From an optimization exercise on the open Yosys and OpenROAD flow, aimed at small area and a short achievable clock period; shortcuts taken in it are not production practice. No run shown here included a check of the RTL's function; only the layout flow was run. No driver is modelled on the clock port, so clocking that relies on it looks cheaper here than on a real chip.

===== flow/config.mk =====
export PLATFORM = sky130hd
export DESIGN_NAME = prng
export DESIGN_NICKNAME = prng
export VERILOG_FILES = /design/flow/design.v
export SDC_FILE = /design/flow/constraint.sdc
export NUM_CORES = 4
export LEC_CHECK = 0
export CAP_MARGIN = 20
export CORE_MARGIN = 2
export CORE_UTILIZATION = 50
export CTS_BUF_LIST = sky130_fd_sc_hd__clkbuf_4 sky130_fd_sc_hd__clkbuf_8
export SETUP_SLACK_MARGIN = 3.0
export SLEW_MARGIN = 20
export SYNTH_HIERARCHICAL = 1

===== flow/constraint.sdc =====
create_clock -name core_clock -period 7.0 [get_ports {clk}]
set_input_delay 1.4000 -clock core_clock [delete_from_list [all_inputs] [get_ports {clk}]]
set_output_delay 1.4000 -clock core_clock [all_outputs]
set_load 0.01 [all_outputs]

===== flow/design.v =====
module prng (
    input logic [31:0] seed,
    output logic [31:0] rand_num,
    input logic clk,
    input logic rst
);
    logic [31:0] state;
    wire [30:0] x = state[30:0];
    wire [30:0] xn = ~state[30:0];
    wire [30:0] nxt;
    wire s0; wire c0;
    fa u0 (.a(xn[5]), .b(x[3]), .c(xn[0]), .s(s0), .co(c0));
    wire s1; wire c1;
    fa u1 (.a(x[6]), .b(xn[4]), .c(x[1]), .s(s1), .co(c1));
    wire s2; wire c2;
    fa u2 (.a(x[7]), .b(xn[5]), .c(x[2]), .s(s2), .co(c2));
    wire s3; wire c3;
    fa u3 (.a(x[8]), .b(xn[6]), .c(x[3]), .s(s3), .co(c3));
    wire s4; wire c4;
    fa u4 (.a(x[9]), .b(xn[7]), .c(x[4]), .s(s4), .co(c4));
    wire s5; wire c5;
    fa u5 (.a(x[10]), .b(xn[8]), .c(x[5]), .s(s5), .co(c5));
    wire s6; wire c6;
    fa u6 (.a(x[11]), .b(xn[9]), .c(x[6]), .s(s6), .co(c6));
    wire s7; wire c7;
    fa u7 (.a(x[12]), .b(xn[10]), .c(x[7]), .s(s7), .co(c7));
    wire s8; wire c8;
    fa u8 (.a(x[13]), .b(xn[11]), .c(x[8]), .s(s8), .co(c8));
    wire s9; wire c9;
    fa u9 (.a(x[14]), .b(xn[12]), .c(x[9]), .s(s9), .co(c9));
    wire s10; wire c10;
    fa u10 (.a(x[15]), .b(xn[13]), .c(x[10]), .s(s10), .co(c10));
    wire s11; wire c11;
    fa u11 (.a(xn[14]), .b(x[11]), .c(x[16]), .s(s11), .co(c11));
    wire s12; wire c12;
    fa u12 (.a(xn[15]), .b(x[12]), .c(x[17]), .s(s12), .co(c12));
    wire s13; wire c13;
    fa u13 (.a(x[13]), .b(xn[16]), .c(x[18]), .s(s13), .co(c13));
    wire s14; wire c14;
    fa u14 (.a(x[14]), .b(xn[17]), .c(x[19]), .s(s14), .co(c14));
    wire s15; wire c15;
    fa u15 (.a(x[15]), .b(xn[18]), .c(x[20]), .s(s15), .co(c15));
    wire s16; wire c16;
    fa u16 (.a(x[16]), .b(xn[19]), .c(x[21]), .s(s16), .co(c16));
    wire s17; wire c17;
    fa u17 (.a(x[17]), .b(xn[20]), .c(x[22]), .s(s17), .co(c17));
    wire s18;
    assign s18 = x[18] ^ xn[21] ^ x[23];
    wire s19; wire c19;
    assign s19 = 1'b1 ^ x[2] ^ xn[0];
    assign c19 = (1'b1 & x[2]) | (1'b1 & xn[0]) | (x[2] & xn[0]);
    wire s20; wire c20;
    assign s20 = 1'b1 ^ x[3] ^ xn[1];
    assign c20 = (1'b1 & x[3]) | (1'b1 & xn[1]) | (x[3] & xn[1]);
    wire s21; wire c21;
    fa u21 (.a(x[4]), .b(xn[2]), .c(xn[0]), .s(s21), .co(c21));
    wire s22; wire c22;
    fa u22 (.a(x[5]), .b(xn[3]), .c(xn[1]), .s(s22), .co(c22));
    wire s23; wire c23;
    assign s23 = 1'b0 ^ x[4] ^ x[2];
    assign c23 = (1'b0 & x[4]) | (1'b0 & x[2]) | (x[4] & x[2]);
    wire s24; wire c24;
    fa u24 (.a(x[6]), .b(c22), .c(~s23), .s(s24), .co(c24));
    wire s25; wire c25;
    fa u25 (.a(x[0]), .b(x[7]), .c(xn[5]), .s(s25), .co(c25));
    wire s26; wire c26;
    fa u26 (.a(xn[3]), .b(~c23), .c(s25), .s(s26), .co(c26));
    wire s27; wire c27;
    fa u27 (.a(x[1]), .b(x[8]), .c(xn[6]), .s(s27), .co(c27));
    wire s28; wire c28;
    fa u28 (.a(xn[4]), .b(c25), .c(s27), .s(s28), .co(c28));
    wire s29; wire c29;
    assign s29 = 1'b1 ^ x[2] ^ x[9];
    assign c29 = (1'b1 & x[2]) | (1'b1 & x[9]) | (x[2] & x[9]);
    wire s30; wire c30;
    fa u30 (.a(xn[0]), .b(xn[7]), .c(xn[5]), .s(s30), .co(c30));
    wire s31; wire c31;
    fa u31 (.a(c27), .b(s29), .c(s30), .s(s31), .co(c31));
    wire s32; wire c32;
    fa u32 (.a(xn[1]), .b(xn[8]), .c(xn[6]), .s(s32), .co(c32));
    wire s33; wire c33;
    fa u33 (.a(x[3]), .b(x[10]), .c(c29), .s(s33), .co(c33));
    wire s34; wire c34;
    fa u34 (.a(c30), .b(s32), .c(c31), .s(s34), .co(c34));
    wire s35; wire c35;
    fa u35 (.a(xn[2]), .b(xn[9]), .c(xn[7]), .s(s35), .co(c35));
    wire s36; wire c36;
    fa u36 (.a(x[4]), .b(x[11]), .c(c32), .s(s36), .co(c36));
    wire s37; wire c37;
    fa u37 (.a(s35), .b(c33), .c(s36), .s(s37), .co(c37));
    wire s38; wire c38;
    assign s38 = 1'b0 ^ x[10] ^ x[8];
    assign c38 = (1'b0 & x[10]) | (1'b0 & x[8]) | (x[10] & x[8]);
    wire s39; wire c39;
    fa u39 (.a(x[12]), .b(c35), .c(~s0), .s(s39), .co(c39));
    wire s40; wire c40;
    fa u40 (.a(~s38), .b(c36), .c(s39), .s(s40), .co(c40));
    wire s41; wire c41;
    assign s41 = 1'b0 ^ x[11] ^ x[9];
    assign c41 = (1'b0 & x[11]) | (1'b0 & x[9]) | (x[11] & x[9]);
    wire s42; wire c42;
    fa u42 (.a(xn[13]), .b(c0), .c(c38), .s(s42), .co(c42));
    wire s43; wire c43;
    fa u43 (.a(s1), .b(~s41), .c(c39), .s(s43), .co(c43));
    wire s44; wire c44;
    fa u44 (.a(~s42), .b(c40), .c(s43), .s(s44), .co(c44));
    wire s45; wire c45;
    fa u45 (.a(x[14]), .b(xn[12]), .c(xn[10]), .s(s45), .co(c45));
    wire s46; wire c46;
    fa u46 (.a(x[0]), .b(c1), .c(~c41), .s(s46), .co(c46));
    wire s47; wire c47;
    fa u47 (.a(s2), .b(s45), .c(~c42), .s(s47), .co(c47));
    wire s48; wire c48;
    fa u48 (.a(s46), .b(c43), .c(s47), .s(s48), .co(c48));
    wire s49; wire c49;
    fa u49 (.a(x[15]), .b(xn[13]), .c(xn[11]), .s(s49), .co(c49));
    wire s50; wire c50;
    fa u50 (.a(x[1]), .b(c2), .c(c45), .s(s50), .co(c50));
    wire s51; wire c51;
    fa u51 (.a(s3), .b(s49), .c(c46), .s(s51), .co(c51));
    wire s52; wire c52;
    fa u52 (.a(s50), .b(c47), .c(s51), .s(s52), .co(c52));
    wire s53; wire c53;
    fa u53 (.a(xn[14]), .b(xn[12]), .c(x[2]), .s(s53), .co(c53));
    wire s54; wire c54;
    fa u54 (.a(x[16]), .b(c3), .c(c49), .s(s54), .co(c54));
    wire s55; wire c55;
    fa u55 (.a(s4), .b(s53), .c(c50), .s(s55), .co(c55));
    wire s56; wire c56;
    fa u56 (.a(s54), .b(c51), .c(s55), .s(s56), .co(c56));
    wire s57; wire c57;
    assign s57 = 1'b0 ^ x[0] ^ x[15];
    assign c57 = (1'b0 & x[0]) | (1'b0 & x[15]) | (x[0] & x[15]);
    wire s58; wire c58;
    fa u58 (.a(xn[13]), .b(x[3]), .c(x[17]), .s(s58), .co(c58));
    wire s59; wire c59;
    fa u59 (.a(c4), .b(c53), .c(s5), .s(s59), .co(c59));
    wire s60; wire c60;
    fa u60 (.a(~s57), .b(s58), .c(c54), .s(s60), .co(c60));
    wire s61; wire c61;
    fa u61 (.a(s59), .b(c55), .c(s60), .s(s61), .co(c61));
    wire s62; wire c62;
    fa u62 (.a(xn[1]), .b(xn[14]), .c(x[4]), .s(s62), .co(c62));
    wire s63; wire c63;
    fa u63 (.a(xn[16]), .b(c5), .c(~c57), .s(s63), .co(c63));
    wire s64; wire c64;
    fa u64 (.a(x[18]), .b(s6), .c(s62), .s(s64), .co(c64));
    wire s65; wire c65;
    fa u65 (.a(c58), .b(c59), .c(s63), .s(s65), .co(c65));
    wire s66; wire c66;
    fa u66 (.a(s64), .b(c60), .c(s65), .s(s66), .co(c66));
    wire s67; wire c67;
    fa u67 (.a(xn[2]), .b(x[0]), .c(xn[15]), .s(s67), .co(c67));
    wire s68; wire c68;
    fa u68 (.a(x[5]), .b(xn[17]), .c(x[19]), .s(s68), .co(c68));
    wire s69; wire c69;
    fa u69 (.a(c6), .b(c62), .c(s7), .s(s69), .co(c69));
    wire s70; wire c70;
    fa u70 (.a(s67), .b(s68), .c(c63), .s(s70), .co(c70));
    wire s71; wire c71;
    fa u71 (.a(c64), .b(s69), .c(c65), .s(s71), .co(c71));
    wire s72; wire c72;
    fa u72 (.a(s70), .b(c66), .c(s71), .s(s72), .co(c72));
    wire s73; wire c73;
    fa u73 (.a(xn[3]), .b(x[1]), .c(x[6]), .s(s73), .co(c73));
    wire s74; wire c74;
    fa u74 (.a(xn[16]), .b(xn[18]), .c(x[20]), .s(s74), .co(c74));
    wire s75; wire c75;
    fa u75 (.a(c7), .b(c67), .c(s8), .s(s75), .co(c75));
    wire s76; wire c76;
    fa u76 (.a(s73), .b(c68), .c(s74), .s(s76), .co(c76));
    wire s77; wire c77;
    fa u77 (.a(c69), .b(s75), .c(c70), .s(s77), .co(c77));
    wire s78; wire c78;
    fa u78 (.a(s76), .b(s77), .c(c71), .s(s78), .co(c78));
    wire s79; wire c79;
    fa u79 (.a(xn[4]), .b(x[2]), .c(x[7]), .s(s79), .co(c79));
    wire s80; wire c80;
    fa u80 (.a(xn[17]), .b(xn[19]), .c(x[21]), .s(s80), .co(c80));
    wire s81; wire c81;
    fa u81 (.a(c8), .b(c73), .c(s9), .s(s81), .co(c81));
    wire s82; wire c82;
    fa u82 (.a(s79), .b(c74), .c(s80), .s(s82), .co(c82));
    wire s83; wire c83;
    fa u83 (.a(c75), .b(s81), .c(c76), .s(s83), .co(c83));
    wire s84; wire c84;
    fa u84 (.a(s82), .b(c77), .c(s83), .s(s84), .co(c84));
    wire s85; wire c85;
    assign s85 = 1'b1 ^ x[8] ^ xn[18];
    assign c85 = (1'b1 & x[8]) | (1'b1 & xn[18]) | (x[8] & xn[18]);
    wire s86; wire c86;
    fa u86 (.a(xn[20]), .b(c9), .c(c79), .s(s86), .co(c86));
    wire s87; wire c87;
    fa u87 (.a(x[22]), .b(s10), .c(s0), .s(s87), .co(c87));
    wire s88; wire c88;
    fa u88 (.a(s85), .b(c80), .c(c81), .s(s88), .co(c88));
    wire s89; wire c89;
    fa u89 (.a(s86), .b(s87), .c(c82), .s(s89), .co(c89));
    wire s90; wire c90;
    fa u90 (.a(s88), .b(c83), .c(s89), .s(s90), .co(c90));
    wire s91; wire c91;
    fa u91 (.a(x[9]), .b(xn[19]), .c(xn[21]), .s(s91), .co(c91));
    wire s92; wire c92;
    fa u92 (.a(c10), .b(c0), .c(~s1), .s(s92), .co(c92));
    wire s93; wire c93;
    fa u93 (.a(x[23]), .b(s11), .c(c85), .s(s93), .co(c93));
    wire s94; wire c94;
    fa u94 (.a(c86), .b(s91), .c(c87), .s(s94), .co(c94));
    wire s95; wire c95;
    fa u95 (.a(s92), .b(s93), .c(c88), .s(s95), .co(c95));
    wire s96; wire c96;
    fa u96 (.a(s94), .b(c89), .c(s95), .s(s96), .co(c96));
    wire s97; wire c97;
    fa u97 (.a(x[10]), .b(xn[20]), .c(~c1), .s(s97), .co(c97));
    wire s98; wire c98;
    fa u98 (.a(xn[22]), .b(c11), .c(~s2), .s(s98), .co(c98));
    wire s99; wire c99;
    fa u99 (.a(x[24]), .b(s12), .c(c91), .s(s99), .co(c99));
    wire s100; wire c100;
    fa u100 (.a(c92), .b(s97), .c(s98), .s(s100), .co(c100));
    wire s101; wire c101;
    fa u101 (.a(c93), .b(s99), .c(c94), .s(s101), .co(c101));
    wire s102; wire c102;
    fa u102 (.a(s100), .b(c95), .c(s101), .s(s102), .co(c102));
    wire s103; wire c103;
    fa u103 (.a(x[11]), .b(x[0]), .c(xn[21]), .s(s103), .co(c103));
    wire s104; wire c104;
    fa u104 (.a(c2), .b(s3), .c(x[23]), .s(s104), .co(c104));
    wire s105; wire c105;
    fa u105 (.a(c12), .b(x[25]), .c(s13), .s(s105), .co(c105));
    wire s106; wire c106;
    fa u106 (.a(c97), .b(s103), .c(c98), .s(s106), .co(c106));
    wire s107; wire c107;
    fa u107 (.a(~s104), .b(s105), .c(c99), .s(s107), .co(c107));
    wire s108; wire c108;
    fa u108 (.a(c100), .b(s106), .c(s107), .s(s108), .co(c108));
    wire s109; wire c109;
    fa u109 (.a(c101), .b(s108), .c(c102), .s(s109), .co(c109));
    wire s110; wire c110;
    fa u110 (.a(x[12]), .b(x[1]), .c(~c3), .s(s110), .co(c110));
    wire s111; wire c111;
    fa u111 (.a(xn[22]), .b(~s4), .c(xn[24]), .s(s111), .co(c111));
    wire s112; wire c112;
    fa u112 (.a(c13), .b(x[26]), .c(s14), .s(s112), .co(c112));
    wire s113; wire c113;
    fa u113 (.a(c103), .b(s110), .c(~c104), .s(s113), .co(c113));
    wire s114; wire c114;
    fa u114 (.a(s111), .b(c105), .c(s112), .s(s114), .co(c114));
    wire s115; wire c115;
    fa u115 (.a(c106), .b(s113), .c(c107), .s(s115), .co(c115));
    wire s116; wire c116;
    fa u116 (.a(s114), .b(c108), .c(s115), .s(s116), .co(c116));
    wire s117; wire c117;
    fa u117 (.a(x[13]), .b(x[2]), .c(~c4), .s(s117), .co(c117));
    wire s118; wire c118;
    fa u118 (.a(s5), .b(x[23]), .c(x[25]), .s(s118), .co(c118));
    wire s119; wire c119;
    fa u119 (.a(c14), .b(x[27]), .c(s15), .s(s119), .co(c119));
    wire s120; wire c120;
    fa u120 (.a(c110), .b(s117), .c(c111), .s(s120), .co(c120));
    wire s121; wire c121;
    fa u121 (.a(~s118), .b(c112), .c(s119), .s(s121), .co(c121));
    wire s122; wire c122;
    fa u122 (.a(c113), .b(s120), .c(c114), .s(s122), .co(c122));
    wire s123; wire c123;
    fa u123 (.a(s121), .b(c115), .c(s122), .s(s123), .co(c123));
    wire s124; wire c124;
    fa u124 (.a(x[14]), .b(x[3]), .c(~c5), .s(s124), .co(c124));
    wire s125; wire c125;
    fa u125 (.a(s6), .b(x[24]), .c(x[26]), .s(s125), .co(c125));
    wire s126; wire c126;
    fa u126 (.a(c15), .b(x[28]), .c(c117), .s(s126), .co(c126));
    wire s127; wire c127;
    fa u127 (.a(s16), .b(s124), .c(~c118), .s(s127), .co(c127));
    wire s128; wire c128;
    fa u128 (.a(~s125), .b(c119), .c(s126), .s(s128), .co(c128));
    wire s129; wire c129;
    fa u129 (.a(c120), .b(s127), .c(c121), .s(s129), .co(c129));
    wire s130; wire c130;
    fa u130 (.a(s128), .b(c122), .c(s129), .s(s130), .co(c130));
    wire s131; wire c131;
    fa u131 (.a(xn[15]), .b(xn[4]), .c(c6), .s(s131), .co(c131));
    wire s132; wire c132;
    fa u132 (.a(s7), .b(x[25]), .c(x[27]), .s(s132), .co(c132));
    wire s133; wire c133;
    fa u133 (.a(c16), .b(c124), .c(x[29]), .s(s133), .co(c133));
    wire s134; wire c134;
    fa u134 (.a(~s131), .b(s17), .c(~c125), .s(s134), .co(c134));
    wire s135; wire c135;
    fa u135 (.a(c126), .b(~s132), .c(s133), .s(s135), .co(c135));
    wire s136; wire c136;
    fa u136 (.a(c127), .b(s134), .c(c128), .s(s136), .co(c136));
    wire s137; wire c137;
    fa u137 (.a(s135), .b(c129), .c(s136), .s(s137), .co(c137));
    wire s138;
    assign s138 = xn[5] ^ xn[0] ^ xn[16];
    wire s139;
    assign s139 = c7 ^ s8 ^ s138;
    wire s140;
    assign s140 = x[26] ^ x[28] ^ c131;
    wire s141;
    assign s141 = c17 ^ x[30] ^ s18;
    wire s142;
    assign s142 = ~s139 ^ ~c132 ^ c133;
    wire s143;
    assign s143 = ~s140 ^ s141 ^ c134;
    wire s144;
    assign s144 = s142 ^ c135 ^ s143;
    wire s145;
    assign s145 = c136 ^ s144 ^ c137;
    wire [30:0] ra, rb;
    assign ra[0] = x[0];
    assign rb[0] = 1'b1;
    assign ra[1] = x[1];
    assign rb[1] = 1'b0;
    assign ra[2] = s19;
    assign rb[2] = 1'b0;
    assign ra[3] = c19;
    assign rb[3] = s20;
    assign ra[4] = c20;
    assign rb[4] = s21;
    assign ra[5] = c21;
    assign rb[5] = s22;
    assign ra[6] = s24;
    assign rb[6] = 1'b0;
    assign ra[7] = c24;
    assign rb[7] = s26;
    assign ra[8] = c26;
    assign rb[8] = s28;
    assign ra[9] = c28;
    assign rb[9] = s31;
    assign ra[10] = s33;
    assign rb[10] = s34;
    assign ra[11] = c34;
    assign rb[11] = s37;
    assign ra[12] = c37;
    assign rb[12] = s40;
    assign ra[13] = s44;
    assign rb[13] = 1'b0;
    assign ra[14] = c44;
    assign rb[14] = s48;
    assign ra[15] = c48;
    assign rb[15] = s52;
    assign ra[16] = c52;
    assign rb[16] = s56;
    assign ra[17] = c56;
    assign rb[17] = s61;
    assign ra[18] = c61;
    assign rb[18] = s66;
    assign ra[19] = s72;
    assign rb[19] = 1'b0;
    assign ra[20] = c72;
    assign rb[20] = s78;
    assign ra[21] = c78;
    assign rb[21] = s84;
    assign ra[22] = c84;
    assign rb[22] = s90;
    assign ra[23] = c90;
    assign rb[23] = s96;
    assign ra[24] = c96;
    assign rb[24] = s102;
    assign ra[25] = s109;
    assign rb[25] = 1'b0;
    assign ra[26] = c109;
    assign rb[26] = s116;
    assign ra[27] = c116;
    assign rb[27] = s123;
    assign ra[28] = c123;
    assign rb[28] = s130;
    assign ra[29] = c130;
    assign rb[29] = s137;
    assign ra[30] = s145;
    assign rb[30] = 1'b0;
    wire [30:0] g0 = ra & rb;
    wire [30:0] p0 = ra ^ rb;
    wire gg1 = g0[1] | (p0[1] & g0[0]);
    wire gg2 = g0[2] | (p0[2] & gg1);
    wire gg3 = g0[3] | (p0[3] & g0[2]);
    wire pp3 = p0[3] & p0[2];
    wire gg4 = gg3 | (pp3 & gg1);
    wire gg5 = g0[4] | (p0[4] & g0[3]);
    wire pp5 = p0[4] & p0[3];
    wire gg6 = gg5 | (pp5 & gg2);
    wire gg7 = g0[5] | (p0[5] & g0[4]);
    wire pp7 = p0[5] & p0[4];
    wire gg8 = gg7 | (pp7 & g0[3]);
    wire pp8 = pp7 & p0[3];
    wire gg9 = gg8 | (pp8 & gg2);
    wire gg10 = g0[6] | (p0[6] & gg9);
    wire gg11 = g0[7] | (p0[7] & g0[6]);
    wire pp11 = p0[7] & p0[6];
    wire gg12 = gg11 | (pp11 & gg9);
    wire gg13 = g0[8] | (p0[8] & g0[7]);
    wire pp13 = p0[8] & p0[7];
    wire gg14 = gg13 | (pp13 & gg10);
    wire gg15 = g0[9] | (p0[9] & g0[8]);
    wire pp15 = p0[9] & p0[8];
    wire gg16 = gg15 | (pp15 & gg11);
    wire pp16 = pp15 & pp11;
    wire gg17 = gg16 | (pp16 & gg9);
    wire gg18 = g0[10] | (p0[10] & gg15);
    wire pp18 = p0[10] & pp15;
    wire gg19 = gg18 | (pp18 & gg12);
    wire gg20 = g0[11] | (p0[11] & g0[10]);
    wire pp20 = p0[11] & p0[10];
    wire gg21 = gg20 | (pp20 & gg17);
    wire gg22 = g0[12] | (p0[12] & gg20);
    wire pp22 = p0[12] & pp20;
    wire gg23 = gg22 | (pp22 & gg17);
    wire gg24 = g0[13] | (p0[13] & gg23);
    wire gg25 = g0[14] | (p0[14] & g0[13]);
    wire pp25 = p0[14] & p0[13];
    wire gg26 = gg25 | (pp25 & gg23);
    wire gg27 = g0[15] | (p0[15] & g0[14]);
    wire pp27 = p0[15] & p0[14];
    wire gg28 = gg27 | (pp27 & g0[13]);
    wire pp28 = pp27 & p0[13];
    wire gg29 = gg28 | (pp28 & gg23);
    wire gg30 = g0[16] | (p0[16] & g0[15]);
    wire pp30 = p0[16] & p0[15];
    wire gg31 = gg30 | (pp30 & g0[14]);
    wire pp31 = pp30 & p0[14];
    wire gg32 = gg31 | (pp31 & gg24);
    wire gg33 = g0[17] | (p0[17] & g0[16]);
    wire pp33 = p0[17] & p0[16];
    wire gg34 = gg33 | (pp33 & gg27);
    wire pp34 = pp33 & pp27;
    wire gg35 = gg34 | (pp34 & gg24);
    wire gg36 = g0[18] | (p0[18] & g0[17]);
    wire pp36 = p0[18] & p0[17];
    wire gg37 = gg36 | (pp36 & gg30);
    wire pp37 = pp36 & pp30;
    wire gg38 = gg37 | (pp37 & gg26);
    wire gg39 = g0[18] | (p0[18] & gg33);
    wire pp39 = p0[18] & pp33;
    wire gg40 = g0[19] | (p0[19] & gg39);
    wire pp40 = p0[19] & pp39;
    wire gg41 = gg40 | (pp40 & gg29);
    wire gg42 = g0[20] | (p0[20] & g0[19]);
    wire pp42 = p0[20] & p0[19];
    wire gg43 = gg42 | (pp42 & gg38);
    wire gg44 = g0[21] | (p0[21] & g0[20]);
    wire pp44 = p0[21] & p0[20];
    wire gg45 = gg44 | (pp44 & g0[19]);
    wire pp45 = pp44 & p0[19];
    wire gg46 = gg45 | (pp45 & gg38);
    wire gg47 = g0[22] | (p0[22] & g0[21]);
    wire pp47 = p0[22] & p0[21];
    wire gg48 = gg47 | (pp47 & gg42);
    wire pp48 = pp47 & pp42;
    wire gg49 = gg48 | (pp48 & gg38);
    wire gg50 = g0[23] | (p0[23] & g0[22]);
    wire pp50 = p0[23] & p0[22];
    wire gg51 = gg50 | (pp50 & gg44);
    wire pp51 = pp50 & pp44;
    wire gg52 = gg51 | (pp51 & gg41);
    wire gg53 = g0[24] | (p0[24] & g0[23]);
    wire pp53 = p0[24] & p0[23];
    wire gg54 = gg53 | (pp53 & gg47);
    wire pp54 = pp53 & pp47;
    wire gg55 = gg54 | (pp54 & gg43);
    wire gg56 = g0[25] | (p0[25] & gg54);
    wire pp56 = p0[25] & pp54;
    wire gg57 = gg56 | (pp56 & gg43);
    wire gg58 = g0[26] | (p0[26] & g0[25]);
    wire pp58 = p0[26] & p0[25];
    wire gg59 = gg58 | (pp58 & gg55);
    wire gg60 = g0[27] | (p0[27] & g0[26]);
    wire pp60 = p0[27] & p0[26];
    wire gg61 = gg60 | (pp60 & g0[25]);
    wire pp61 = pp60 & p0[25];
    wire gg62 = gg61 | (pp61 & gg55);
    wire gg63 = g0[28] | (p0[28] & g0[27]);
    wire pp63 = p0[28] & p0[27];
    wire gg64 = gg63 | (pp63 & gg58);
    wire pp64 = pp63 & pp58;
    wire gg65 = gg64 | (pp64 & gg55);
    wire gg66 = g0[29] | (p0[29] & g0[28]);
    wire pp66 = p0[29] & p0[28];
    wire gg67 = gg66 | (pp66 & gg60);
    wire pp67 = pp66 & pp60;
    wire gg68 = gg67 | (pp67 & gg57);
    wire gg69 = g0[29] | (p0[29] & gg63);
    wire pp69 = p0[29] & pp63;
    wire gg70 = g0[30] | (p0[30] & gg69);
    wire pp70 = p0[30] & pp69;
    wire gg71 = gg70 | (pp70 & gg59);
    assign nxt[0] = p0[0];
    assign nxt[1] = p0[1] ^ g0[0];
    assign nxt[2] = p0[2] ^ gg1;
    assign nxt[3] = p0[3] ^ gg2;
    assign nxt[4] = p0[4] ^ gg4;
    assign nxt[5] = p0[5] ^ gg6;
    assign nxt[6] = p0[6] ^ gg9;
    assign nxt[7] = p0[7] ^ gg10;
    assign nxt[8] = p0[8] ^ gg12;
    assign nxt[9] = p0[9] ^ gg14;
    assign nxt[10] = p0[10] ^ gg17;
    assign nxt[11] = p0[11] ^ gg19;
    assign nxt[12] = p0[12] ^ gg21;
    assign nxt[13] = p0[13] ^ gg23;
    assign nxt[14] = p0[14] ^ gg24;
    assign nxt[15] = p0[15] ^ gg26;
    assign nxt[16] = p0[16] ^ gg29;
    assign nxt[17] = p0[17] ^ gg32;
    assign nxt[18] = p0[18] ^ gg35;
    assign nxt[19] = p0[19] ^ gg38;
    assign nxt[20] = p0[20] ^ gg41;
    assign nxt[21] = p0[21] ^ gg43;
    assign nxt[22] = p0[22] ^ gg46;
    assign nxt[23] = p0[23] ^ gg49;
    assign nxt[24] = p0[24] ^ gg52;
    assign nxt[25] = p0[25] ^ gg55;
    assign nxt[26] = p0[26] ^ gg57;
    assign nxt[27] = p0[27] ^ gg59;
    assign nxt[28] = p0[28] ^ gg62;
    assign nxt[29] = p0[29] ^ gg65;
    assign nxt[30] = p0[30] ^ gg68;
    always_ff @(posedge clk) begin
        if (rst) begin
            state <= seed;
        end else begin
            state <= {1'b0, nxt};
        end
        rand_num <= state;
    end
endmodule
module fa (
    input  logic a,
    input  logic b,
    input  logic c,
    output logic s,
    output logic co
);
    assign s = a ^ b ^ c;
    assign co = (a & b) | (a & c) | (b & c);
endmodule

===== flow/flow/run.sh =====
#!/bin/bash
# Standard layout with two changes: the smallest buffer on each port, and
# useful clock skew between registers after clock tree synthesis (skew.tcl).
export BUFFER_PORTS_ARGS="-buffer_cell sky130_fd_sc_hd__buf_1"
export POST_CTS_TCL="$PWD/flow/skew.tcl"
export SKIP_CTS_REPAIR_TIMING=1
bash standard.sh > standard.log 2>&1

===== flow/flow/skew.py =====
#!/usr/bin/env python3
"""Plan a later clock arrival for registers (useful skew).

usage: skew.py PATHS PERIOD

PATHS holds lines "kind from to slack" as skew.tcl writes them. A delay D[r]
(>= 0) on register r's clock changes a register-to-register path s->e by
D[s] - D[e]. The plan finds the smallest period T such that:
  setup   (PERIOD - slack) + D[s] - D[e] <= T      for register pairs
  hold    slack + D[s] - D[e] >= HOLD_MARGIN
  output  (PERIOD - slack) + D[s] <= T            (the skew may only hurt)
  input   (PERIOD - slack) <= T                   (no gain from the skew)
  D[r] <= DMAX
and prints, for each register that needs a delay, a chain of delay cells.
"""
import sys

DMAX = 1.2
HOLD_MARGIN = 0.3
LEVEL_COST = 0.15
# cells and the delay each adds in front of one register's clock pin (ns)
CELLS = [
    ('sky130_fd_sc_hd__clkbuf_1', 0.09, 3.75),
    ('sky130_fd_sc_hd__dlygate4sd1_1', 0.20, 8.76),
    ('sky130_fd_sc_hd__clkdlybuf4s50_1', 0.46, 10.01),
]

path_file, period = sys.argv[1], float(sys.argv[2])
setup, hold, outp, inp, inhold = {}, {}, {}, {}, {}
regs = set()
for line in open(path_file):
    f = line.split()
    if len(f) != 4:
        continue
    kind, s, e, sl = f[0], f[1], f[2], float(f[3])
    if kind == 'max':
        setup[(s, e)] = min(setup.get((s, e), 1e9), sl)
        regs.update((s, e))
    elif kind == 'min':
        hold[(s, e)] = min(hold.get((s, e), 1e9), sl)
        regs.update((s, e))
    elif kind == 'outmax':
        outp[s] = min(outp.get(s, 1e9), sl)
        regs.add(s)
    elif kind == 'inmax':
        inp[e] = min(inp.get(e, 1e9), sl)
        regs.add(e)
    elif kind == 'inmin':
        inhold[e] = min(inhold.get(e, 1e9), sl)
        regs.add(e)
regs = sorted(regs)
idx = {r: i + 1 for i, r in enumerate(regs)}


def solve(T):
    # difference constraints x[b] >= x[a] + w as edges (a, b, w); longest path
    edges = []
    for r in regs:
        ub = DMAX
        if r in inhold:
            ub = min(ub, max(0.0, inhold[r] - HOLD_MARGIN))
        if r in outp:
            ub = min(ub, T - (period - outp[r]))
        if ub < 0:
            return None
        edges.append((0, idx[r], 0.0))
        edges.append((idx[r], 0, -ub))
    for (s, e), sl in setup.items():
        d = period - sl
        if s == e:
            if d > T:
                return None
            continue
        edges.append((idx[s], idx[e], d - T))
    for (s, e), sl in hold.items():
        if s == e:
            continue
        # D[e] - D[s] <= sl - margin
        edges.append((idx[e], idx[s], -max(0.0, sl - HOLD_MARGIN)))
    for e, sl in inp.items():
        if period - sl > T:
            return None
    n = len(regs) + 1
    x = [0.0] + [-1e18] * (n - 1)
    for it in range(n + 1):
        changed = False
        for a, b, w in edges:
            if x[a] > -1e17 and x[a] + w > x[b] + 1e-9:
                x[b] = x[a] + w
                changed = True
        if not changed:
            return {r: x[idx[r]] for r in regs}
        if x[0] > 1e-9:
            return None
    return None


t0 = max([period - sl for sl in setup.values()] + [period - sl for sl in inp.values()]
         + [period - sl for sl in outp.values()])
lo, hi = 0.0, t0
if solve(hi) is None:
    print(f'# no skew plan (T0 {t0:.3f})')
    sys.exit(0)
for _ in range(40):
    m = (lo + hi) / 2
    if solve(m) is None:
        lo = m
    else:
        hi = m
T = hi
D = solve(T)
print(f'# period without skew {t0:.3f}, with skew {T:.3f}')


CELL_D = {c[0]: c[1] for c in CELLS}


def chain(delta):
    # fewest-area chain of cells whose delay is closest to delta
    best = None
    for a in range(0, 4):
        for b in range(0, 4):
            for c in range(0, 4):
                if a + b + c == 0 or a + b + c > 4:
                    continue
                n = (a, b, c)
                d = sum(k * cell[1] for k, cell in zip(n, CELLS))
                area = sum(k * cell[2] for k, cell in zip(n, CELLS))
                cost = abs(d - delta) + 0.004 * area
                if best is None or cost < best[0]:
                    best = (cost, n)
    out = []
    for k, cell in zip(best[1], CELLS):
        out += [cell[0]] * k
    return out


# Shared delays: the registers are put on a few levels; level k is reached
# through a cascade of delay stages, each stage driving the registers of its
# level and the next stage.
need = sorted((D[r], r) for r in regs if D[r] >= 0.06)
if not need:
    sys.exit(0)
vals = [v for v, _ in need]


def levels_for(k):
    # 1-D k-means on the wanted delays
    cent = [vals[int((i + 0.5) * len(vals) / k)] for i in range(k)]
    for _ in range(50):
        groups = [[] for _ in cent]
        for v in vals:
            groups[min(range(k), key=lambda i: abs(v - cent[i]))].append(v)
        cent = [sum(g) / len(g) if g else c for g, c in zip(groups, cent)]
    err = sum(min(abs(v - c) for c in cent) for v in vals)
    return sorted(cent), err


best = None
for k in range(1, 7):
    cent, err = levels_for(k)
    cost = err + LEVEL_COST * k
    if best is None or cost < best[0]:
        best = (cost, cent)
cent = best[1]
prev = 0.0
real = 0.0
lev_of = {r: min(range(len(cent)), key=lambda i: abs(v - cent[i])) + 1 for v, r in need}
for k, c in enumerate(cent, 1):
    # each stage ends in a stronger buffer that drives its registers and the
    # next stage
    nload = sum(1 for r in lev_of if lev_of[r] == k) + (1 if k < len(cent) else 0)
    driver = ('sky130_fd_sc_hd__clkbuf_8', 0.12) if nload > 3 else ('sky130_fd_sc_hd__clkbuf_4', 0.12)
    rest = c - real - driver[1]
    cells = chain(rest) if rest > 0.05 else []
    cells.append(driver[0])
    real += sum(CELL_D.get(x, driver[1]) for x in cells)
    print('stage', k, f'{c:.3f}', ' '.join(cells))
for v, r in need:
    print('level', r, lev_of[r], f'{v:.3f}')

===== flow/flow/skew.tcl =====
# Useful clock skew between registers, run after clock tree synthesis
# (POST_CTS_TCL). It measures the worst setup and hold slack of every
# register-to-register path, and the worst slack of every path from an input
# and to an output, then asks skew.py for a later clock arrival for each
# register that shortens the period set by the register-to-register paths.
# Paths from the inputs and to the outputs get no gain from it: an input path
# must meet that period without the skew, and an output path must meet it with
# the skew. The delays are made by clock buffers put in front of the
# registers' clock pins.

set skew_dir [file dirname [file normalize [info script]]]
set work_dir [file dirname $skew_dir]
set_propagated_clock [all_clocks]
estimate_parasitics -placement

set regs [all_registers -cells]
set clkpin [dict create]
set dpin [dict create]
set cellof [dict create]
foreach r $regs {
  set n [get_full_name $r]
  dict set cellof $n $r
  foreach p [get_pins -of_objects $r] {
    set pn [get_property $p lib_pin_name]
    if { $pn == "CLK" } { dict set clkpin $n $p }
    if { $pn == "D" } { dict set dpin $n $p }
  }
}

set f [open $work_dir/skew_paths.txt w]
foreach r $regs {
  set n [get_full_name $r]
  set cp [dict get $clkpin $n]
  foreach {kind pd} {max max min min} {
    set paths [find_timing_paths -from $cp -path_delay $pd \
      -group_path_count 10000 -endpoint_path_count 1 -unique_paths_to_endpoint]
    foreach p $paths {
      set ep [get_property $p endpoint]
      set epn [get_full_name $ep]
      if { [get_property $ep direction] == "output" } {
        puts $f "out$kind $n - [get_property $p slack]"
      } else {
        set einst [get_full_name [get_cells -of_objects $ep]]
        puts $f "$kind $n $einst [get_property $p slack]"
      }
    }
  }
  set dp [dict get $dpin $n]
  foreach {kind pd} {inmax max inmin min} {
    set paths [find_timing_paths -from [all_inputs] -to $dp -path_delay $pd]
    foreach p $paths {
      puts $f "$kind - $n [get_property $p slack]"
    }
  }
}
close $f

set period [get_property [lindex [all_clocks] 0] period]
exec python3 $skew_dir/skew.py $work_dir/skew_paths.txt $period > $work_dir/skew_plan.txt
puts "skew plan:"
puts [exec cat $work_dir/skew_plan.txt]

set block [ord::get_db_block]
set stages {}
set level [dict create]
foreach line [split [exec cat $work_dir/skew_plan.txt] "\n"] {
  if { [lindex $line 0] == "stage" } { lappend stages [lrange $line 3 end] }
  if { [lindex $line 0] == "level" } { dict set level [lindex $line 1] [lindex $line 2] }
}
set nbuf 0
set drv_net ""
set k 0
foreach cells $stages {
  incr k
  set pins {}
  set sx 0
  set sy 0
  set np 0
  dict for {n lv} $level {
    if { $lv >= $k } {
      lappend pins [dict get $clkpin $n]
      set loc [[sta::sta_to_db_inst [dict get $cellof $n]] getLocation]
      set sx [expr { $sx + [lindex $loc 0] }]
      set sy [expr { $sy + [lindex $loc 1] }]
      incr np
    }
  }
  if { $np == 0 } { break }
  set xy [list [ord::dbu_to_microns [expr { $sx / $np }]] [ord::dbu_to_microns [expr { $sy / $np }]]]
  foreach cell $cells {
    if { $drv_net == "" } {
      set net [get_nets -of_objects [lindex $pins end]]
      insert_buffer -buffer_cell $cell -net $net -load_pins $pins -load_pins_on_diff_nets \
        -location $xy -buffer_name skewbuf_$nbuf -net_name skewnet_$nbuf
    } else {
      insert_buffer -buffer_cell $cell -net $drv_net -load_pins $pins \
        -location $xy -buffer_name skewbuf_$nbuf -net_name skewnet_$nbuf
    }
    set drv_net [get_nets skewnet_$nbuf]
    set bnet [$block findNet skewnet_$nbuf]
    if { $bnet ne "NULL" && $bnet ne "" } { $bnet setSigType CLOCK }
    incr nbuf
  }
}
puts "skew buffers inserted: $nbuf"

detailed_placement
check_placement -verbose
estimate_parasitics -placement
report_worst_slack -max
report_worst_slack -min

===== flow/standard.sh =====
#!/bin/bash
# synth_recipe.tcl (not shown) runs the flow's synth.tcl, then flattens the netlist and writes it again
# the make line also repeats each setting of config.mk as NAME=value (left out here)
make -C /OpenROAD-flow-scripts/flow DESIGN_CONFIG=/design/flow/config.mk WORK_HOME=/design/flow/orfs CLKGATE_MAP_FILE= SYNTH_SCRIPT=/design/flow/synth_recipe.tcl "${@:-finish}"

==> results of run 1 <==
[final cells by class, clock buffers not listed]
| cell class | count | share of cell area, % |
|---|---|---|
| Multi-Input combinational cell | 330 | 63.9 |
| Sequential cell | 64 | 19.7 |
| Timing Repair Buffer | 91 | 6.47 |
| Inverter | 63 | 3.66 |
| Tap cell | 143 | 2.63 |
| Clock inverter | 5 | 0.736 |
[cell families after synthesis]
logic type,count (synthesis),share of synthesized area (%)
mux,4,0.788
compound gates,73,9.21
simple gates,50,4.20
xor+xnor,39,5.97
fa+ha+maj,164,52.8
flops,64,22.4
buf+inv,70,4.62
[Yosys cell counts (all sizes together) (2+ instances only)]
library cell | count | area share [%]
a2111o | 2 | 0.39
a21o | 9 | 1.2
a21oi | 19 | 2.0
a31oi | 3 | 0.33
and3 | 3 | 0.33
clkbuf | 6 | 0.39
dfxtp | 64 | 22
fa | 129 | 45
ha | 35 | 7.7
inv | 62 | 4.1
mux2 | 4 | 0.79
nand2 | 28 | 1.8
nand2b | 2 | 0.22
nand3 | 2 | 0.18
nor2 | 6 | 0.39
nor3b | 4 | 0.53
o21ai | 29 | 3.1
o31ai | 2 | 0.50
xnor2 | 25 | 3.8
xor2 | 14 | 2.1
[Yosys stat by module (local to each module, per instance)]
module / cells inside / times used / area, um2 / flip-flops and latches
prng: 335 / 1 / 3140 / 64
fa: 1 / 129 / 20.0 / 0
[metal layers]
layer | track usage, % | routed length, um | up-vias
met4 | 9.33 | 322 | 0
met5 | 0 | 0 | -
li1 | - | - | 1692
met1 | 36.5 | 6450 | 1887
met3 | 7.44 | 1080 | 26
met2 | 40.5 | 6870 | 109
[critical path, stage by stage, from the launching register on]
cell and delay (ns):
dfxtp_1 0.53, inv_1 0.24, fa_1 0.54, fa_1 0.42, fa_1 0.51, fa_1 0.43
ha_1 0.37, inv_1 0.09, o31ai_4 0.35, a21oi_1 0.19, or4_1 0.43, nand3_1 0.09
[registers in the layout (all words and copies together) (netlist names)]
signal	cells
state	32
rand_num	32
[metrics by stage]
step / area (um2) / cells
floorplan: 5920 / 464
global placement: 6320 / 666
detailed placement: 6320 / 666
global route: 6800 / 715
finish: 6800 / 715
[cell usage in the layout (no fill, tap or decap), types with 3 or more instances in the layout]
master / netlist / layout
a21o_1: 9 / 9
a21oi_1: 16 / 13
a21oi_2: 2 / 5
a31oi_1: 3 / 3
buf_1: 0 / 64
buf_4: 0 / 26
clkbuf_1: 6 / 5
clkbuf_8: 0 / 12
clkinv_2: 0 / 4
dfxtp_1: 64 / 46
dfxtp_2: 0 / 4
dfxtp_4: 0 / 14
fa_1: 129 / 117
fa_2: 0 / 12
ha_1: 35 / 25
ha_4: 0 / 8
inv_1: 62 / 51
inv_2: 0 / 7
mux2_2: 4 / 4
nand2_1: 28 / 27
nor2_1: 6 / 5
nor3b_1: 4 / 4
o21ai_0: 15 / 15
o21ai_1: 10 / 10
xnor2_1: 25 / 24
xor2_1: 14 / 14
[worst paths after layout]
path                                           to  slack (ns)  depth (start not counted)
worst max register to register  state[23]$_DFF_P_        3.08                         11
worst max-delay path            state[23]$_DFF_P_        3.08                         11
worst min register to register  state[30]$_DFF_P_        0.26                          8
worst min-delay path            state[30]$_DFF_P_        0.13                          3
==> reports/qor.csv, run 1 <==
metric;value;unit
status;complete, no violations;
synth_cells;464;
vias;3714;
via_per_inst;5.19;
row_count;39;
num_io_pins;66;
async_flop_share;0;%
dieArea;0.0123;mm2
hp-start;seed[30];
fin_ws;3.08;ns
gp_congestion;1.00;
post-place-ws;2.41;ns
period_share;55.9;%
ys_types;42;
grt_max_degree;65;
maxSlewHeadroom;59.2;%
drt-initial-drc-count;192;
fin_crit;3.92;ns
setup_violations;0;
critPathLaunch;state[17]$_DFF_P_;
seqCellArea;0.00134;mm2
synth_edf_count;0;
die_h;111;um
syn_area_per_cell;12.3;um2
clock_latency;1.47;ns
final_core_util;60.4;%
hp-class;primary input to flip-flop;
worst_hold_slack;0.134;ns
syn_nets;662;
synth_area;0.00572;mm2
ys_ff_latch;64;
coreArea;0.0113;mm2
maxCapViolations;0;
clock_sinks;64;
final_nets;766;
reg2reg_from;state[17]$_DFF_P_;
critPathCaptureType;flip-flop;
start_util;50.7;%
area_growth_syn_to_layout;18.9;%
clock_skew;1.12;ns
finalWirelength;14.7;mm
layout-drive-gt1-share;21.3;%
globalRouteTotalUtil;26.4;%
crit_type;flip-flop to flip-flop;
fmax;255;MHz
ant_nets;0;
die_x;111;um
yosysSeqAreaShare;22.4;%
io_buffers;65;
fin_setup_tns;0;ns
grt_pass1_vias;4082;
nFillCells;971;
cp.arrival;4.72;ns
ys.warnings.count;7;
worst_pin_slew;0.611;ns
maxSlewViolCount;0;
path_clk_slew;0.08;ns
crit_path_max_fanout;5;
wl_per_cell;20.6;um
postSynth.topFlopCell;dfxtp_1;
cts_tree;yes;
grt_pass1_wl;23.5;mm
critPathLaunchType;flip-flop;
dpl.hpwl;12.1;mm
hold_viol_final;0;
diodes;0;
drc;0;
rsz0062_at_grt;true;
grt_overflow;0;
grt_antenna_before_repair;0;
multiInputGateArea;0.00435;mm2
dr.pass1.iters;4;
crit_required;7.81;ns
==> inputs of run 2 (changes only) <==
--- a/flow/design.v
+++ b/flow/design.v
@@ -13,3 +13,3 @@
     wire s1; wire c1;
-    fa u1 (.a(x[6]), .b(xn[4]), .c(x[1]), .s(s1), .co(c1));
+    fa u1 (.a(xn[6]), .b(x[4]), .c(xn[1]), .s(s1), .co(c1));
     wire s2; wire c2;
@@ -103,3 +103,3 @@
     wire s43; wire c43;
-    fa u43 (.a(s1), .b(~s41), .c(c39), .s(s43), .co(c43));
+    fa u43 (.a(~s1), .b(~s41), .c(c39), .s(s43), .co(c43));
     wire s44; wire c44;
@@ -109,3 +109,3 @@
     wire s46; wire c46;
-    fa u46 (.a(x[0]), .b(c1), .c(~c41), .s(s46), .co(c46));
+    fa u46 (.a(xn[0]), .b(c1), .c(c41), .s(s46), .co(c46));
     wire s47; wire c47;
@@ -113,3 +113,3 @@
     wire s48; wire c48;
-    fa u48 (.a(s46), .b(c43), .c(s47), .s(s48), .co(c48));
+    fa u48 (.a(~s46), .b(c43), .c(s47), .s(s48), .co(c48));
     wire s49; wire c49;
@@ -119,3 +119,3 @@
     wire s51; wire c51;
-    fa u51 (.a(s3), .b(s49), .c(c46), .s(s51), .co(c51));
+    fa u51 (.a(s3), .b(s49), .c(~c46), .s(s51), .co(c51));
     wire s52; wire c52;
@@ -172,5 +172,5 @@
     wire s77; wire c77;
-    fa u77 (.a(c69), .b(s75), .c(c70), .s(s77), .co(c77));
+    fa u77 (.a(c69), .b(s75), .c(s76), .s(s77), .co(c77));
     wire s78; wire c78;
-    fa u78 (.a(s76), .b(s77), .c(c71), .s(s78), .co(c78));
+    fa u78 (.a(c70), .b(s77), .c(c71), .s(s78), .co(c78));
     wire s79; wire c79;
@@ -203,7 +203,7 @@
     wire s92; wire c92;
-    fa u92 (.a(c10), .b(c0), .c(~s1), .s(s92), .co(c92));
+    fa u92 (.a(x[23]), .b(c10), .c(c0), .s(s92), .co(c92));
     wire s93; wire c93;
-    fa u93 (.a(x[23]), .b(s11), .c(c85), .s(s93), .co(c93));
+    fa u93 (.a(s1), .b(s11), .c(c85), .s(s93), .co(c93));
     wire s94; wire c94;
-    fa u94 (.a(c86), .b(s91), .c(c87), .s(s94), .co(c94));
+    fa u94 (.a(s91), .b(c86), .c(c87), .s(s94), .co(c94));
     wire s95; wire c95;
@@ -213,7 +213,7 @@
     wire s97; wire c97;
-    fa u97 (.a(x[10]), .b(xn[20]), .c(~c1), .s(s97), .co(c97));
+    fa u97 (.a(x[10]), .b(xn[20]), .c(xn[22]), .s(s97), .co(c97));
     wire s98; wire c98;
-    fa u98 (.a(xn[22]), .b(c11), .c(~s2), .s(s98), .co(c98));
+    fa u98 (.a(c1), .b(x[24]), .c(c11), .s(s98), .co(c98));
     wire s99; wire c99;
-    fa u99 (.a(x[24]), .b(s12), .c(c91), .s(s99), .co(c99));
+    fa u99 (.a(~s2), .b(s12), .c(c91), .s(s99), .co(c99));
     wire s100; wire c100;
@@ -227,5 +227,5 @@
     wire s104; wire c104;
-    fa u104 (.a(c2), .b(s3), .c(x[23]), .s(s104), .co(c104));
+    fa u104 (.a(x[23]), .b(c2), .c(s3), .s(s104), .co(c104));
     wire s105; wire c105;
-    fa u105 (.a(c12), .b(x[25]), .c(s13), .s(s105), .co(c105));
+    fa u105 (.a(x[25]), .b(c12), .c(s13), .s(s105), .co(c105));
     wire s106; wire c106;
@@ -239,7 +239,7 @@
     wire s110; wire c110;
-    fa u110 (.a(x[12]), .b(x[1]), .c(~c3), .s(s110), .co(c110));
+    fa u110 (.a(x[12]), .b(x[1]), .c(xn[22]), .s(s110), .co(c110));
     wire s111; wire c111;
-    fa u111 (.a(xn[22]), .b(~s4), .c(xn[24]), .s(s111), .co(c111));
+    fa u111 (.a(c3), .b(x[24]), .c(s4), .s(s111), .co(c111));
     wire s112; wire c112;
-    fa u112 (.a(c13), .b(x[26]), .c(s14), .s(s112), .co(c112));
+    fa u112 (.a(x[26]), .b(c13), .c(s14), .s(s112), .co(c112));
     wire s113; wire c113;
@@ -247,3 +247,3 @@
     wire s114; wire c114;
-    fa u114 (.a(s111), .b(c105), .c(s112), .s(s114), .co(c114));
+    fa u114 (.a(~s111), .b(c105), .c(s112), .s(s114), .co(c114));
     wire s115; wire c115;
@@ -253,9 +253,9 @@
     wire s117; wire c117;
-    fa u117 (.a(x[13]), .b(x[2]), .c(~c4), .s(s117), .co(c117));
+    fa u117 (.a(x[13]), .b(x[2]), .c(xn[23]), .s(s117), .co(c117));
     wire s118; wire c118;
-    fa u118 (.a(s5), .b(x[23]), .c(x[25]), .s(s118), .co(c118));
+    fa u118 (.a(c4), .b(s5), .c(x[25]), .s(s118), .co(c118));
     wire s119; wire c119;
-    fa u119 (.a(c14), .b(x[27]), .c(s15), .s(s119), .co(c119));
+    fa u119 (.a(x[27]), .b(c14), .c(s15), .s(s119), .co(c119));
     wire s120; wire c120;
-    fa u120 (.a(c110), .b(s117), .c(c111), .s(s120), .co(c120));
+    fa u120 (.a(c110), .b(s117), .c(~c111), .s(s120), .co(c120));
     wire s121; wire c121;
@@ -269,7 +269,7 @@
     wire s125; wire c125;
-    fa u125 (.a(s6), .b(x[24]), .c(x[26]), .s(s125), .co(c125));
+    fa u125 (.a(x[24]), .b(s6), .c(x[26]), .s(s125), .co(c125));
     wire s126; wire c126;
-    fa u126 (.a(c15), .b(x[28]), .c(c117), .s(s126), .co(c126));
+    fa u126 (.a(x[28]), .b(c15), .c(s16), .s(s126), .co(c126));
     wire s127; wire c127;
-    fa u127 (.a(s16), .b(s124), .c(~c118), .s(s127), .co(c127));
+    fa u127 (.a(c117), .b(~c118), .c(s124), .s(s127), .co(c127));
     wire s128; wire c128;
@@ -281,3 +281,3 @@
     wire s131; wire c131;
-    fa u131 (.a(xn[15]), .b(xn[4]), .c(c6), .s(s131), .co(c131));
+    fa u131 (.a(x[15]), .b(x[4]), .c(~c6), .s(s131), .co(c131));
     wire s132; wire c132;
@@ -285,9 +285,9 @@
     wire s133; wire c133;
-    fa u133 (.a(c16), .b(c124), .c(x[29]), .s(s133), .co(c133));
+    fa u133 (.a(x[29]), .b(c16), .c(c124), .s(s133), .co(c133));
     wire s134; wire c134;
-    fa u134 (.a(~s131), .b(s17), .c(~c125), .s(s134), .co(c134));
+    fa u134 (.a(s17), .b(s131), .c(~c125), .s(s134), .co(c134));
     wire s135; wire c135;
-    fa u135 (.a(c126), .b(~s132), .c(s133), .s(s135), .co(c135));
+    fa u135 (.a(~s132), .b(c126), .c(c127), .s(s135), .co(c135));
     wire s136; wire c136;
-    fa u136 (.a(c127), .b(s134), .c(c128), .s(s136), .co(c136));
+    fa u136 (.a(s133), .b(s134), .c(c128), .s(s136), .co(c136));
     wire s137; wire c137;
@@ -297,13 +297,13 @@
     wire s139;
-    assign s139 = c7 ^ s8 ^ s138;
+    assign s139 = c7 ^ s8 ^ x[26];
     wire s140;
-    assign s140 = x[26] ^ x[28] ^ c131;
+    assign s140 = s138 ^ x[28] ^ xn[30];
     wire s141;
-    assign s141 = c17 ^ x[30] ^ s18;
+    assign s141 = c17 ^ c131 ^ s18;
     wire s142;
-    assign s142 = ~s139 ^ ~c132 ^ c133;
+    assign s142 = c132 ^ s139 ^ s140;
     wire s143;
-    assign s143 = ~s140 ^ s141 ^ c134;
+    assign s143 = c133 ^ s141 ^ c134;
     wire s144;
-    assign s144 = s142 ^ c135 ^ s143;
+    assign s144 = ~s142 ^ c135 ^ s143;
     wire s145;
==> reports/qor.csv, run 2 <==
metric;value;unit;change
syn_nets;661;;-0.15%
num_io_pins;66;;unchanged
ys_types;45;;+7.1%
async_flop_share;0;%;unchanged
drt-initial-drc-count;150;;-22%
vias;3684;;-0.81%
gp_congestion;0.987;;-1.7%
grt_pass1_wl;22.7;mm;-3.8%
clock_skew;1.09;ns;-0.0300 ns
ant_nets;0;;unchanged
ys_top_cells_by_count;129 x fa_1, 64 x dfxtp_1, 63 x inv_1, 35 x ha_1, 27 x nand2_1;;
instances_no_fill;706;;-1.3%
layout_commonest_cell;fa_1;;
critPathCaptureType;flip-flop;;
layout_common_cells;112 x fa_1, 64 x buf_1, 50 x inv_1;;
fmax;252;MHz;-1.4%
syn_area_per_cell;12.4;um2;+0.41%
dpl.hpwl;11.2;mm;-6.8%
cp.arrival;4.44;ns;-0.28 ns
path_common_cell;fa_1;;
rsz0062_at_grt;true;;
via_per_inst;5.22;;+0.46%
crit_family;adder cells;;
start_util;50.6;%;-0.12 points
crit_required;7.47;ns;-0.34 ns
critPathMaxStageDelay;0.56;ns;+0.02 ns
dieArea;0.0123;mm2;+0.19%
worst_path_max_delay_cell;fa_1;;
period_share;56.7;%;+0.77 points
grt_max_degree;64;;-1.5%
synth_cells;463;;-0.22%
yosysSeqAreaShare;22.4;%;-0.044 points
final_nets;757;;-1.2%
yosys.area_share.simple;4.10;%;-0.096 points
cts_tree;yes;;
synth.most_common_cell;fa_1;;
critPathBufInv;2;;unchanged
grt_overflow;0;;unchanged
area_growth_syn_to_layout;17.8;%;
crit_type;flip-flop to flip-flop;;
finalWirelength;14.0;mm;-5.0%
fin_setup_tns;0;ns;unchanged
drc;0;;unchanged
status;complete, no violations;;
ys.warnings.count;7;;unchanged
grt_antenna_before_repair;0;;unchanged
path_cells;inv_2 -> fa_1 -> fa_1 -> fa_1 -> fa_1 -> ha_4 -> inv_1 -> o31ai_4 -> xnor2_1 -> o21ai_0;;
fin_ws;3.03;ns;-0.0542 ns
synth_mux_area_share;0.786;%;-0.0015 points
regToRegSetupSlack;3.03;ns;-0.05 ns
clock_latency;1.44;ns;-0.03 ns
diodes;0;;unchanged
layout-drive-gt1-share;20.8;%;-0.55 points
synth_top_area_share;45.1;%;-0.089 points
synthAdderAreaFrac;52.7;%;-0.10 points
placed_cells_incl_taps;665;;-0.15%
clock_sinks;64;;unchanged
setup_violations;0;;unchanged
path_clk_slew;0.08;ns;about the same
die_x;111;um;about the same
maxSlewViolCount;0;;unchanged
ys_ff_latch;64;;unchanged
globalRouteTotalUtil;25.1;%;-1.4 points
synth_xor_area_share;5.96;%;-0.012 points
top_regs;rand_num x32, state x32;;
synth_area;0.00573;mm2;+0.20%
grt_pass1_vias;4074;;-0.20%
synth_compound_area_share;9.21;%;about the same
hp-class;primary input to flip-flop;;
synthTopCellsByArea;fa_1 45%, dfxtp_1 22%, ha_1 7.6%, inv_1 4.1%, xnor2_1 3.8%;;
yosys.area.top_type;fa_1;;
die_h;111;um;about the same
worst_pin_slew;0.607;ns;-0.00471 ns
maxSlewHeadroom;59.6;%;+0.31 points
postSynth.topFlopCell;dfxtp_1;;
synth_edf_count;0;;unchanged
crit_path_max_fanout;6;;+1
maxCapViolations;0;;unchanged
wl_per_cell;19.8;um;-3.8%
hold_viol_final;0;;unchanged
critPathLaunchType;flip-flop;;
coreArea;0.0113;mm2;+0.43%
dr.pass1.iters;4;;unchanged
fin_crit;3.97;ns;+0.0542 ns
io_buffers;65;;unchanged
row_count;39;;unchanged
synth_top_family_by_area;adder cells;;
post-place-ws;2.11;ns;-0.292 ns
-- run 2: through the flow --
step                hold WS [ns]  util [%]  area (um2)
floorplan                  0.310         -        5860
global placement           0.316      55.2        6250
detailed placement         0.314      55.2        6250
global route              0.0987      59.6        6750
finish                     0.186      59.6        6750
-- run 2: final cells by class, clock buffers not listed --
type                       count  area (um2)
multi-input combinational    329        4310
fill                         952        4570
timing repair buffer          83         380
inverter                      63         243
clock inverter                 3        65.1
tap                          143         179
sequential                    64        1340
-- run 2: kinds of logic after synthesis --
family / Yosys count
adder cells (fa/ha/maj): 164
AO/OA/AOI/OAI: 73
buffers and inverters: 70
flip-flops: 64
AND/OR/NAND/NOR: 49
XOR/XNOR: 39
multiplexers: 4
-- run 2: path summary, 6_finish.rpt --
check,startpoint,to,cells after the start
worst min-delay path,seed[30],state[30]$_DFF_P_,3
worst max register to register,state[18]$_DFF_P_,state[21]$_DFF_P_,10
worst min register to register,state[31]$_SDFF_PN0_,rand_num[31]$_DFF_P_,0
worst max-delay path,state[18]$_DFF_P_,state[21]$_DFF_P_,10
-- run 2: metal layers --
metal	routed length, um	vias up	part of all wire (%)	track usage, %
met1	6270	1860	45	34.8
met2	6240	118	45	37.1
met5	0	-	0	0
met3	1020	32	7.3	7.38
met4	467	0	3.3	10.6
li1	-	1674	-	-
-- run 2: tightest hold or removal path: cells and delay by family --
| kind | cells | cell delay, ns |
|---|---|---|
| buffers and inverters | 2 | 0.12 |
| AOI/OAI and AO/OA | 1 | 0.06 |
-- run 2: Yosys stat by module (local to each module, per instance) --
module	flip-flops and latches	cells inside	area [um2]
fa	0	1	20.0
prng	64	334	3150

## re-timing with driven ports
The results above use ideal ports. As a check the final layouts listed here were re-extracted and re-timed, cells and wires unchanged. Step 1 assumes that a clkbuf_16 drives the clock port and a buf_2 every other input. Step 2, shift: input delay + t, output delay - t, t = (earliest + latest rising clock arrival at the registers) / 2. This alone moves slack from input paths to output paths. a / b / c = ideal ports / drivers / drivers and shift; a / b = the first two.
| run | t (ns) | setup slack, ns | latest minus earliest clock arrival (ns) | worst register clock-pin slew, ns | worst data-port slew with drivers (ns) |
|---|---|---|---|---|---|
| run 1 | 0.944 | 3.085 / 3.085 / 3.085 | 1.117 / 1.117 | 0.08 / 0.08 | 0.03 |
| run 2 | 0.926 | 3.030 / 3.030 / 3.030 | 1.099 / 1.099 | 0.08 / 0.08 | 0.04 |
In run 1 and run 2 the clock reaches the registers at very different times; t lies between them, and the last value is a rough guide only.
